Source: an optimization exercise on an open RTL-to-GDS flow (aim: small area). Production flows keep margins and buffers that such runs may drop.
Function not checked in this run: the RTL went through the layout flow alone.
Power is estimated from default activity; no workload was simulated.

==> flow/design.v <==
module clk_generator
	#(parameter CLK_PER_BIT=200) (
	    input wire clk,
	    input wire rst,
	    input wire enable,
	    output reg out_clk,
	    output wire rise,
	    output wire fall);
    reg [30:0] cnt;
    wire [30:0] cnt_inc = enable ? cnt + 1 : 31'd0;
    wire toggle = (cnt_inc >= CLK_PER_BIT);
    assign rise = toggle & ~out_clk;
    assign fall = toggle &  out_clk;
    always @(posedge clk)
    begin
		if (rst) begin
			cnt <= 0;
			out_clk <= 0;
		end else if (toggle) begin
			cnt <= 0;
			out_clk <= ~out_clk;
		end else begin
			cnt <= cnt_inc;
		end
    end
endmodule
module uart_tx_8n1 (
    input wire clk,
    input wire rst,
    input wire baud_tick,
    input wire en,
    input wire [7:0] data,
    output reg busy,
    output reg uart_tx
);
    parameter UART_HIGH = 1'b1;
    parameter UART_LOW = 1'b0;
    wire [0:9] send_data = {UART_LOW, data[0],data[1],data[2],data[3],data[4],data[5],data[6],data[7], UART_HIGH};
    reg [4:0] counter;  
    always @ (posedge clk) begin
        if (rst) begin
            busy <= 0;               
            uart_tx <= UART_HIGH;    
            counter <= 0;
        end else if (baud_tick) begin
            if (busy==1)
            begin
                uart_tx <= send_data[counter];
                counter <= counter + 1;
                if(counter==9) busy <= 0;
            end else begin
                counter <= 0;
                busy <= en;
            end
        end
    end
endmodule
module SPI (
    input wire clk,
    input wire rst,
    input wire spi_miso,
    input wire en,
    input wire rw,
    input wire [0:7] wdata,
    output wire [0:7] rdata,
    input wire [0:5] address,
    output reg busy,
    output wire spi_clk,
    output reg spi_cs,
    output reg spi_mosi
);
    wire spi_clk_gen;
    wire spi_clk_rise;
    wire spi_clk_fall;
    clk_generator spi_clk_generator(
	.clk( clk ),
	.rst( rst ),
	.enable (1'b1),
	.out_clk (spi_clk_gen),
	.rise (spi_clk_rise),
	.fall (spi_clk_fall)
    );
    parameter SPI_HIGH = 1'b1;
    parameter SPI_LOW = 1'b0;
    parameter STATE_IDLE = 0;
    parameter STATE_SENDADDRESS = 1;
    parameter STATE_SENDDATA = 2;
    parameter STATE_READDATA = 3;
    reg internal_busy;
    assign spi_clk = spi_cs || spi_clk_gen || ~internal_busy;  
    wire [0:7] send_address = {rw, SPI_LOW, address[0],address[1],address[2],address[3],address[4],address[5]};
    reg [0:7] read_data;
    assign rdata = read_data;
    reg [4:0] counter;
    reg [2:0] state;
    always @ (posedge clk) begin
        if (rst) begin
            busy <= 0;  
            internal_busy <= 0;
            spi_cs <= 1;  
            read_data <= 0;
            counter <= 0;
            state <= 0;
        end else if (spi_clk_rise) begin
            if (internal_busy==1) begin
                if(state == STATE_READDATA) begin
                        read_data[counter] <= spi_miso;
                end
                if (counter==7) begin
                    case (state)
                        STATE_SENDADDRESS : begin
                            state <= (rw==0)? STATE_SENDDATA : STATE_READDATA;
                            counter <= 0;
                        end
                        default : begin
                            state <= STATE_IDLE;
                            internal_busy <= 0;
                        end
                    endcase
                end
                else begin
                    counter <= counter + 1;
                end
            end else begin
                counter <= 0;
                if(state == STATE_IDLE) begin
                    spi_cs <= 1;
                    state <= STATE_SENDADDRESS;
                end
                else begin
                    state <= STATE_SENDADDRESS;
                    busy <= en;
                    spi_cs <= ~en;
                    internal_busy <= en;
                end
            end
        end
    end
    always @ (posedge clk) begin
        if (rst) begin
            spi_mosi <= 0;
        end else if (spi_clk_fall) begin
            if (internal_busy==1) begin
                case (state)
                    STATE_SENDADDRESS : begin
                        spi_mosi <= send_address[counter];
                    end
                    STATE_SENDDATA : begin
                        spi_mosi <= wdata[counter];
                    end
                    STATE_READDATA : begin
                        spi_mosi <= 0;
                    end
                endcase
            end
        end
    end
endmodule
module threshold
	#(parameter THRESHOLD=35) (
    input signed [15:0] data_x,
    output is_over_threshold
);
assign is_over_threshold = (data_x > THRESHOLD) | (data_x < -THRESHOLD);
endmodule
module mavg
	#(parameter N=10) (
    input clk,
    input rst,
    input update,
    input signed [15:0] data_x,
    output reg signed [15:0] data_out
);
reg[15:0] mem[0:N-1];  
integer i;
always @(posedge clk) begin  
  if (rst) begin
    for ( i = 0; i < N; i = i + 1) begin
        mem[i] <= 0;
    end
  end else if (update) begin
    mem[0]<=data_x;
    for ( i = 1; i < N; i = i + 1) begin
        mem[i] <= mem[i-1];
    end
  end
end
always @* begin
    data_out = 0;
    for ( i = 0; i < N; i = i + 1) begin
        data_out = data_out + ( mem[i] / N );
    end
end
endmodule
module processing (
    input clk,
    input rst,
    input update,
    input [15:0] data_x,
    output signed [15:0] data_mavg_out,  
    output thres_val
);
    threshold thres(data_mavg_out, thres_val);
    mavg movavg(clk, rst, update, data_x, data_mavg_out);
endmodule
module top(
    input clk,
    input rst,
    input spi_miso,
    output uart_tx,
    output spi_clk,
    output spi_cs,
    output spi_mosi,
    output led_green,
    output led_blue
);
    reg [7:0] data_x0;
    reg [7:0] data_x1;
    wire [15:0] data_x = {data_x1, data_x0};
    assign led_blue = data_x[15];
    wire signed [15:0] data_mavg;
    reg [7:0] state;
    wire update_data = (state == STATE_UPDATE_DATA);
    processing proc(clk, rst, update_data, data_x, data_mavg, led_green);
    wire baud_clk;
    wire baud_tick;
    reg uart_send_enable;
    reg [7:0] uart_send_data;
    wire uart_busy;
    clk_generator #( .CLK_PER_BIT(625) ) uart_baud_clk_generator(clk, rst, 1'b1, baud_clk, baud_tick, );
    uart_tx_8n1 uart(  clk, rst, baud_tick,
		    uart_send_enable,
		    uart_send_data,
		    uart_busy,
		    uart_tx       );
    parameter SENSOR_ADDRESS_ID = 6'h00;  
    parameter SENSOR_ADDRESS_POWER_CTL = 6'b101101; 
    parameter SENSOR_ADDRESS_DATA_FORMAT = 6'b110001; 
    parameter SENSOR_ADDRESS_DATAX0 = 6'b110010; 
    parameter SENSOR_ADDRESS_DATAX1 = 6'h33;  
    parameter SENSOR_ADDRESS_DATAZ0 = 6'h36;
    parameter SENSOR_ADDRESS_BWRATE = 6'h2C;
    parameter DATA_FOR_POWER_CTRL = 8'b00001000;  
    parameter DATA_FOR_DATA_FORMAT = 8'b00000001;  
    reg [0:7] set_spi_data;
    wire [0:7] spi_rdata;
    reg spi_enable;
    reg spi_rw;  
    wire [0:7] spi_data = (spi_rw) ? spi_rdata : set_spi_data;
    wire spi_busy;
    reg [0:5] spi_address;
    SPI spi_sensor(
        .clk( clk ),
        .rst( rst ),
        .spi_miso (spi_miso),
        .en (spi_enable),
        .rw (spi_rw),
        .wdata (set_spi_data),
        .rdata (spi_rdata),
        .address (spi_address),
        .busy (spi_busy),
        .spi_clk (spi_clk),
        .spi_cs (spi_cs),
        .spi_mosi (spi_mosi)
    );
    reg[11:0] wait_cnt;  
    parameter STATE_IDLE = 0;
    parameter STATE_START_WAIT= 1;
    parameter STATE_INIT1_START= 2;
    parameter STATE_INIT1_WAIT= 3;
    parameter STATE_INIT2_START= 4;
    parameter STATE_INIT2_WAIT= 5;
    parameter STATE_START_READ_SPI = 6;
    parameter STATE_WAIT_READ_SPI = 7;
    parameter STATE_START_READ_SPI_2 = 8;
    parameter STATE_WAIT_READ_SPI_2 = 9;
    parameter STATE_UPDATE_DATA = 10;
    parameter STATE_START_SEND_UART_SEP = 11;
    parameter STATE_WAIT_SEND_UART_SEP = 12;
    parameter STATE_START_SEND_UART = 13;
    parameter STATE_WAIT_SEND_UART = 14;
    parameter STATE_START_SEND_UART_2 = 15;
    parameter STATE_WAIT_SEND_UART_2 = 16;
    parameter UART_SEP = 10;
    always @(posedge clk)
    begin
      if (rst) begin
        state <= STATE_START_WAIT;
        wait_cnt <= 0;
        data_x0 <= 0;
        data_x1 <= 0;
        set_spi_data <= 8'b10101010;
        spi_enable <= 0;
        spi_rw <= 1;
        spi_address <= 0;
        uart_send_enable <= 1;
        uart_send_data <= 0;
      end else begin
        case (state)
            STATE_START_WAIT : begin
                    state <= STATE_INIT1_START;
            end
            STATE_INIT1_START : begin
                if(spi_busy == 0 && spi_enable == 0)
                begin
                    spi_rw <= 0;
                    set_spi_data <= DATA_FOR_DATA_FORMAT;
                    spi_address <= SENSOR_ADDRESS_DATA_FORMAT;
                    spi_enable <= 1;
                end
                else if(spi_busy == 1 && spi_enable == 1)
                begin
                    spi_enable <= 0;
                    state <= STATE_INIT1_WAIT;
                end
            end
            STATE_INIT1_WAIT : begin
                if(spi_busy == 0)
                begin
                    wait_cnt <= wait_cnt + 1;
                    if(wait_cnt == 0) begin
                        state <= STATE_INIT2_START;
                    end
                end
            end
            STATE_INIT2_START : begin
                if(spi_busy == 0 && spi_enable == 0)
                begin
                    spi_rw <= 0;
                    set_spi_data <= DATA_FOR_POWER_CTRL;  
                    spi_address <= SENSOR_ADDRESS_POWER_CTL;
                    spi_enable <= 1;
                end
                else if(spi_busy == 1 && spi_enable == 1)
                begin
                    spi_enable <= 0;
                    state <= STATE_INIT2_WAIT;
                end
            end
            STATE_INIT2_WAIT : begin
                if(spi_busy == 0)
                begin
                    wait_cnt <= wait_cnt + 1;
                    if(wait_cnt == 0) begin
                        state <= STATE_IDLE;
                    end
                end
            end
            STATE_IDLE : begin
                wait_cnt <= wait_cnt + 1;
                if(wait_cnt == 0) begin
                    state <= STATE_START_READ_SPI;
                end
            end
            STATE_START_READ_SPI : begin
                if(spi_busy == 0 && spi_enable == 0)
                begin
                    spi_rw <= 1;
                    set_spi_data <= 0;
                    spi_address <= SENSOR_ADDRESS_DATAX0;
                    spi_enable <= 1;
                end
                else if(spi_busy == 1 && spi_enable == 1)
                begin
                    spi_enable <= 0;
                    state <= STATE_WAIT_READ_SPI;
                end
            end
            STATE_WAIT_READ_SPI : begin
                if(spi_busy == 0)
                begin
                    data_x0 <= spi_data;
                    state <= STATE_START_READ_SPI_2;
                end
            end
            STATE_START_READ_SPI_2 : begin
                if(spi_busy == 0 && spi_enable == 0)
                begin
                    spi_rw <= 1;
                    set_spi_data <= 0;
                    spi_address <= SENSOR_ADDRESS_DATAX1;
                    spi_enable <= 1;
                end
                else if(spi_busy == 1 && spi_enable == 1)
                begin
                    spi_enable <= 0;
                    state <= STATE_WAIT_READ_SPI_2;
                end
            end
            STATE_WAIT_READ_SPI_2 : begin
                if(spi_busy == 0)
                begin
                    data_x1 <= spi_data;
                    state <= STATE_UPDATE_DATA;
                end
            end
            STATE_UPDATE_DATA : begin
                state <= STATE_START_SEND_UART_SEP;
            end
            STATE_START_SEND_UART_SEP : begin
                if(uart_busy == 0 && uart_send_enable == 0)
                begin
                    uart_send_data <= UART_SEP;
                    uart_send_enable <= 1;
                end
                else if(uart_busy == 1 && uart_send_enable == 1)
                begin
                    uart_send_enable <= 0;
                    state <= STATE_WAIT_SEND_UART_SEP;
                end
            end
            STATE_WAIT_SEND_UART_SEP : begin
                if(uart_busy == 0)
                begin
                    state <= STATE_START_SEND_UART;
                end
            end
            STATE_START_SEND_UART : begin
                if(uart_busy == 0 && uart_send_enable == 0)
                begin
                    uart_send_data <= data_mavg[15:8];
                    uart_send_enable <= 1;
                end
                else if(uart_busy == 1 && uart_send_enable == 1)
                begin
                    uart_send_enable <= 0;
                    state <= STATE_WAIT_SEND_UART;
                end
            end
            STATE_WAIT_SEND_UART : begin
                if(uart_busy == 0)
                begin
                    state <= STATE_START_SEND_UART_2;
                end
            end
            STATE_START_SEND_UART_2 : begin
                if(uart_busy == 0 && uart_send_enable == 0)
                begin
                    uart_send_data <= data_mavg[7:0];
                    uart_send_enable <= 1;
                end
                else if(uart_busy == 1 && uart_send_enable == 1)
                begin
                    uart_send_enable <= 0;
                    state <= STATE_WAIT_SEND_UART_2;
                end
            end
            STATE_WAIT_SEND_UART_2 : begin
                if(uart_busy == 0)
                begin
                    state <= STATE_START_WAIT;
                end
            end
            default : begin
            end
        endcase
      end
    end
endmodule
==> flow/run.sh <==
#!/bin/bash
# synth_recipe.tcl (not shown) runs the flow's synth.tcl, then flattens the netlist and writes it again
# the make line also repeats each setting of config.mk as NAME=value (left out here)
make -C /OpenROAD-flow-scripts/flow DESIGN_CONFIG=/design/flow/config.mk WORK_HOME=/design/flow/orfs CLKGATE_MAP_FILE= SYNTH_SCRIPT=/design/flow/synth_recipe.tcl finish
==> flow/config.mk <==
export PLATFORM = sky130hd
export DESIGN_NAME = top
export DESIGN_NICKNAME = top
export VERILOG_FILES = /design/flow/design.v
export SDC_FILE = /design/flow/constraint.sdc
export NUM_CORES = 4
export LEC_CHECK = 0
export CAP_MARGIN = 20
export CORE_MARGIN = 2
export CORE_UTILIZATION = 40
export SLEW_MARGIN = 20
==> flow/constraint.sdc <==
create_clock -name core_clock -period 30.0 [get_ports {clk}]
set_input_delay 6.0000 -clock core_clock [delete_from_list [all_inputs] [get_ports {clk}]]
set_output_delay 6.0000 -clock core_clock [all_outputs]
set_load 0.01 [all_outputs]
==> run notes <==
power breakdown:
| part | total [W] | internal [W] | switching, W |
|---|---|---|---|
| Combinational | 0.000436 | 0.000158 | 0.000278 |
| Sequential | 0.000438 | 0.000415 | 0.0000234 |
| Clock | 0.000508 | 0.000294 | 0.000214 |
| Total | 0.00138 | 0.000868 | 0.000515 |
final timing paths:
| kind | startpoint | endpoint | slack, ns |
|---|---|---|---|
| worst min register to register | spi_address[0] | spi_address[0] | 0.45 |
| worst max register to register | proc.movavg.mem[6][13] | uart_send_data[7] | 11.95 |
| worst max-delay path | proc.movavg.mem[6][13] | led_green | 4.57 |
| worst min-delay path | spi_address[0] | spi_address[0] | 0.45 |
cell type report:
| cell class | count | area (um2) | share of cell area |
|---|---|---|---|
| Tap cell | 1650 | 2060 | 0.0391 |
| Clock buffer | 55 | 1130 | 0.0214 |
| Clock inverter | 19 | 260 | 0.00493 |
| Timing Repair Buffer | 49 | 395 | 0.00749 |
| Multi-Input combinational cell | 6484 | 41600 | 0.787 |
| Sequential cell | 302 | 6050 | 0.115 |
| Inverter | 351 | 1330 | 0.0252 |
metrics by stage:
stage | hold WS, ns | setup slack (ns) | utilization
2_1_floorplan | 0.422 | 9.68 | -
3_3_place_gp | 0.436 | 5.36 | 0.409
3_5_place_dp | 0.443 | 5.47 | 0.409
4_1_cts | 0.452 | 4.73 | 0.420
5_1_grt | 0.464 | 3.09 | 0.420
6_report | 0.446 | 4.57 | 0.420
sequential cells by signal, indices dropped and copies added, names as in the netlist, 2 cells and up:
| signal | flops |
|---|---|
| proc.movavg.mem | 160 |
| spi_sensor.spi_clk_generator.cnt | 31 |
| uart_baud_clk_generator.cnt | 31 |
| wait_cnt | 12 |
| data_x0 | 8 |
| data_x1 | 8 |
| spi_sensor.read_data | 8 |
| uart_send_data | 8 |
| spi_address | 5 |
| spi_sensor.counter | 5 |
| state | 5 |
| uart.counter | 5 |
| set_spi_data | 3 |
| spi_sensor.state | 2 |
critical path: cells and delay by family, from the launching register on:
| family | cells | cell delay [ns] |
|---|---|---|
| buffers and inverters | 4 | 0.95 |
| AOI/OAI and AO/OA | 28 | 7.69 |
| xor gates and xnor gates | 2 | 0.66 |
| adders and majority gates | 7 | 3.29 |
| and+or+nand+nor | 11 | 4.03 |
| DFF | 1 | 0.97 |
| muxes | 3 | 1.18 |
per-layer routing:
layer  vias to the layer above  wire length, um  GRT usage
li1                      27700                -          -
met1                     26800            76600      0.344
met3                       243            10600     0.0256
met2                      2019            74600      0.394
met4                         2             3800     0.0615
met5                         -               12          0
kinds of logic (layout without fill, tap and decap cells):
group,Yosys count,after routing,share of synthesized area
AO/OA/AOI/OAI,2615,2615,0.359
XOR/XNOR,313,313,0.0544
adder cells (fa/ha/maj),194,194,0.0609
buffers and inverters,803,474,0.0640
flip-flops,302,302,0.119
multiplexers,115,115,0.0239
other,1,44,0.0000741
AND/OR/NAND/NOR,3203,3203,0.318
cell usage in the layout (no fill, tap or decap), drive strengths merged, types with 113 or more instances in the layout:
cell type,Yosys,final
nand2,921,921
and3,120,120
nor4,118,118
a211oi,113,113
nor2,692,692
nor3,279,279
a21oi,657,657
o21ai,480,480
xnor2,225,225
a31oi,129,129
o211ai,116,116
nand3,284,284
inv,334,335
dfxtp,302,302
==> impl_results.html <==
<table>
<tr><th>Metric</th><th>Value</th></tr>
<tr><th colspan="2">CTS</th></tr>
<tr><td>Total clock buffers created by CTS</td><td>41</td></tr>
<tr><td>Number of H-tree levels</td><td>2</td></tr>
<tr><td>Count of buffers added by post-CTS timing repair for setup</td><td>0</td></tr>
<tr><td>Hold-fix buffer count after cts</td><td>0</td></tr>
<tr><td>Clock network latency to the later pin of the worst-skew pair</td><td>0.64 ns</td></tr>
<tr><td>Buffer type at the clock tree root</td><td>sky130_fd_sc_hd__clkbuf_16</td></tr>
<tr><td>Clock-pin slew of the registers on the worst-case setup and hold paths</td><td>0.06 ns</td></tr>
<tr><td>Number of sinks on the clock net</td><td>slightly above 300</td></tr>
<tr><td>Number of cells upsized or downsized after cts</td><td>0</td></tr>
<tr><td>Largest buffer count on any clock path</td><td>3</td></tr>
<tr><td>TritonCTS clock tree</td><td>yes</td></tr>
<tr><th colspan="2">Floorplan</th></tr>
<tr><td>Die W</td><td>360 um</td></tr>
<tr><td>Y dimension of the die</td><td>between 300 and 400 um</td></tr>
<tr><td>Count of pins on the block boundary</td><td>9</td></tr>
<tr><td>Initial Utilization</td><td>0.403</td></tr>
<tr><td>Cell Rows</td><td>130</td></tr>
<tr><td>Core footprint</td><td>between 100000 and 150000 um2</td></tr>
<tr><td>Die Outline Area</td><td>129000 um2</td></tr>
<tr><th colspan="2">Yosys</th></tr>
<tr><td>Number of flip-flops and latches in the synthesized netlist</td><td>302</td></tr>
<tr><td>Top cells by count, synth</td><td>919 x sky130_fd_sc_hd__nand2_1, 686 x sky130_fd_sc_hd__nor2_1, 650 x sky130_fd_sc_hd__a21oi_1, 444 x sky130_fd_sc_hd__o21ai_0, 320 x sky130_fd_sc_hd__clkbuf_1</td></tr>
<tr><td>Synth top area share</td><td>0.119</td></tr>
<tr><td>Synthesized instance count</td><td>7546</td></tr>
<tr><td>Number of synthesized flops with an enable pin</td><td>0</td></tr>
<tr><td>Async S/R FF share, synth</td><td>0</td></tr>
<tr><td>Synthesized area per cell</td><td>~6.7 um2</td></tr>
<tr><td>Most common cell in the synthesized netlist</td><td>sky130_fd_sc_hd__nand2_1</td></tr>
<tr><td>Number of distinct library cells after synthesis</td><td>147</td></tr>
<tr><td>Synth area leader</td><td>sky130_fd_sc_hd__dfxtp_1</td></tr>
<tr><td>Mapped cell area</td><td>roughly 51000 um2</td></tr>
<tr><td>Post-synthesis sequential area ratio</td><td>0.119</td></tr>
<tr><td>Synth area leaders</td><td>sky130_fd_sc_hd__dfxtp_1 12%, sky130_fd_sc_hd__nand2_1 6.8%, sky130_fd_sc_hd__a21oi_1 6.4%, sky130_fd_sc_hd__nor2_1 5.1%, sky130_fd_sc_hd__o21ai_0 4.4%</td></tr>
<tr><td>Synth warn</td><td>7</td></tr>
<tr><td>Main synth FF type</td><td>sky130_fd_sc_hd__dfxtp_1</td></tr>
<tr><th colspan="2">Timing</th></tr>
<tr><td>Count of endpoints failing hold in the final timing report</td><td>0</td></tr>
<tr><td>Slew of the pin with the lowest slew margin</td><td>approximately 1.1 ns</td></tr>
<tr><td>Final TNS setup</td><td>0 ns</td></tr>
<tr><td>Clock skew after layout</td><td>~0.055 ns</td></tr>
<tr><td>Final period util</td><td>0.848</td></tr>
<tr><td>Final Setup Violations</td><td>0</td></tr>
<tr><td>Final Max Tran Viols</td><td>0</td></tr>
<tr><td>Achievable frequency</td><td>0.0393 GHz</td></tr>
<tr><td>Setup repair after global routing missed its margin</td><td>no</td></tr>
<tr><td>Post-route minimum period</td><td>around 25 ns</td></tr>
<tr><td>Max-Slew Margin vs Limit</td><td>0.281</td></tr>
<tr><th colspan="2">Setup path</th></tr>
<tr><td>Setup crit start kind</td><td>register</td></tr>
<tr><td>Most common cell type on the critical path</td><td>sky130_fd_sc_hd__a21oi_1</td></tr>
<tr><td>Required time of the critical path</td><td>24.00 ns</td></tr>
<tr><td>Critical setup path kind</td><td>reg2out</td></tr>
<tr><td>Largest fanout on the critical path</td><td>27</td></tr>
<tr><td>Peak per-stage delay on the critical path</td><td>0.97 ns</td></tr>
<tr><td>CP max-delay cell</td><td>sky130_fd_sc_hd__dfxtp_1</td></tr>
<tr><td>Critical Path End Type</td><td>output pin</td></tr>
<tr><td>Arrival time reported for the critical path endpoint</td><td>19.43 ns</td></tr>
<tr><td>Register-to-Register Path Depth</td><td>55</td></tr>
<tr><th colspan="2">GRT</th></tr>
<tr><td>Antenna violations before repair</td><td>1</td></tr>
<tr><td>Global-route total usage across every layer</td><td>0.244</td></tr>
<tr><td>Largest net degree at the start of global routing</td><td>97</td></tr>
<tr><td>Grt total ovfl</td><td>0</td></tr>
<tr><td>Global-route wire length before repair</td><td>272000 um</td></tr>
<tr><td>Vias in the first global route</td><td>51200</td></tr>
<tr><th colspan="2">Min path</th></tr>
<tr><td>Worst min-delay path class</td><td>reg2reg</td></tr>
<tr><td>Hold Crit Depth</td><td>2</td></tr>
<tr><th colspan="2">Cells and area</th></tr>
<tr><td>Area delta synth-&gt;final</td><td>4.22%</td></tr>
<tr><td>Filler-free cell count of the finished design</td><td>just under 9000</td></tr>
<tr><td>Post-Layout Inst Area</td><td>52800 um2</td></tr>
<tr><td>Number of filler cells placed in the layout</td><td>13200</td></tr>
<tr><td>Fraction of layout instances using a drive strength above 1</td><td>0.0603</td></tr>
<tr><td>Net total in the final layout</td><td>7385</td></tr>
<tr><td>Total inserted antenna cells</td><td>0</td></tr>
<tr><th colspan="2">Power and ir drop</th></tr>
<tr><td>Total leakage power</td><td>19.8 nW</td></tr>
<tr><td>Largest vdd supply drop</td><td>0.0635 mV</td></tr>
<tr><td>Power density of the placed cells</td><td>26.2 nW/um2</td></tr>
<tr><td>Total chip power</td><td>0.00138 W</td></tr>
<tr><th colspan="2">Drt</th></tr>
<tr><td>DRC violation count after routing</td><td>0</td></tr>
<tr><td>DRT iter0 DRCs</td><td>5493</td></tr>
<tr><td>Routed via count</td><td>roughly 57000</td></tr>
<tr><td>WL/cell</td><td>~19 um</td></tr>
<tr><td>Number of detailed-route iterations in the first pass</td><td>6</td></tr>
<tr><td>Post-detailed-routing wire length</td><td>~170000 um</td></tr>
<tr><td>Post-DRT Antenna Nets</td><td>0</td></tr>
<tr><td>Via count normalized by instance count</td><td>6.37</td></tr>
<tr><th colspan="2">Run</th></tr>
<tr><td>Max capacitance violation total</td><td>0</td></tr>
<tr><th colspan="2">Placed design</th></tr>
<tr><td>Gp weighted congestion</td><td>approximately 0.95</td></tr>
<tr><td>Post-DP Area</td><td>51400 um2</td></tr>
<tr><td>Number of port buffers</td><td>8</td></tr>
<tr><td>Cell Count Post-Placement</td><td>8836</td></tr>
<tr><td>Final HPWL from detailed placement</td><td>126000 um</td></tr>
<tr><th colspan="2">Outcome</th></tr>
<tr><td>Outcome</td><td>complete, no violations</td></tr>
</table>

## what the ideal ports hide
Ports are ideal in the flow. The routed layout listed here was re-timed in OpenROAD.
Step 1: set_driving_cell puts a clkbuf_16 on clk and a buf_2 on each other input, an assumption about the parent block.
Step 2, shift: input delay + t, output delay - t, t = (earliest + latest rising clock arrival at the registers) / 2. This alone moves slack from input paths to output paths.
a / b / c = ideal / step 1 / step 2; a / b = the first two.
t, ns: 0.679
setup WS [ns]: 4.572 / 4.508 / 5.187
hold slack, ns: 0.446 / 0.446 / 0.446
worst setup path after step 2: register to output
worst slew at a driven data input, ns: 0.04
After both steps setup and hold are still met in this run. For this run, drivers alone change the setup slack by -0.064 ns; drivers and shift together by +0.615 ns.
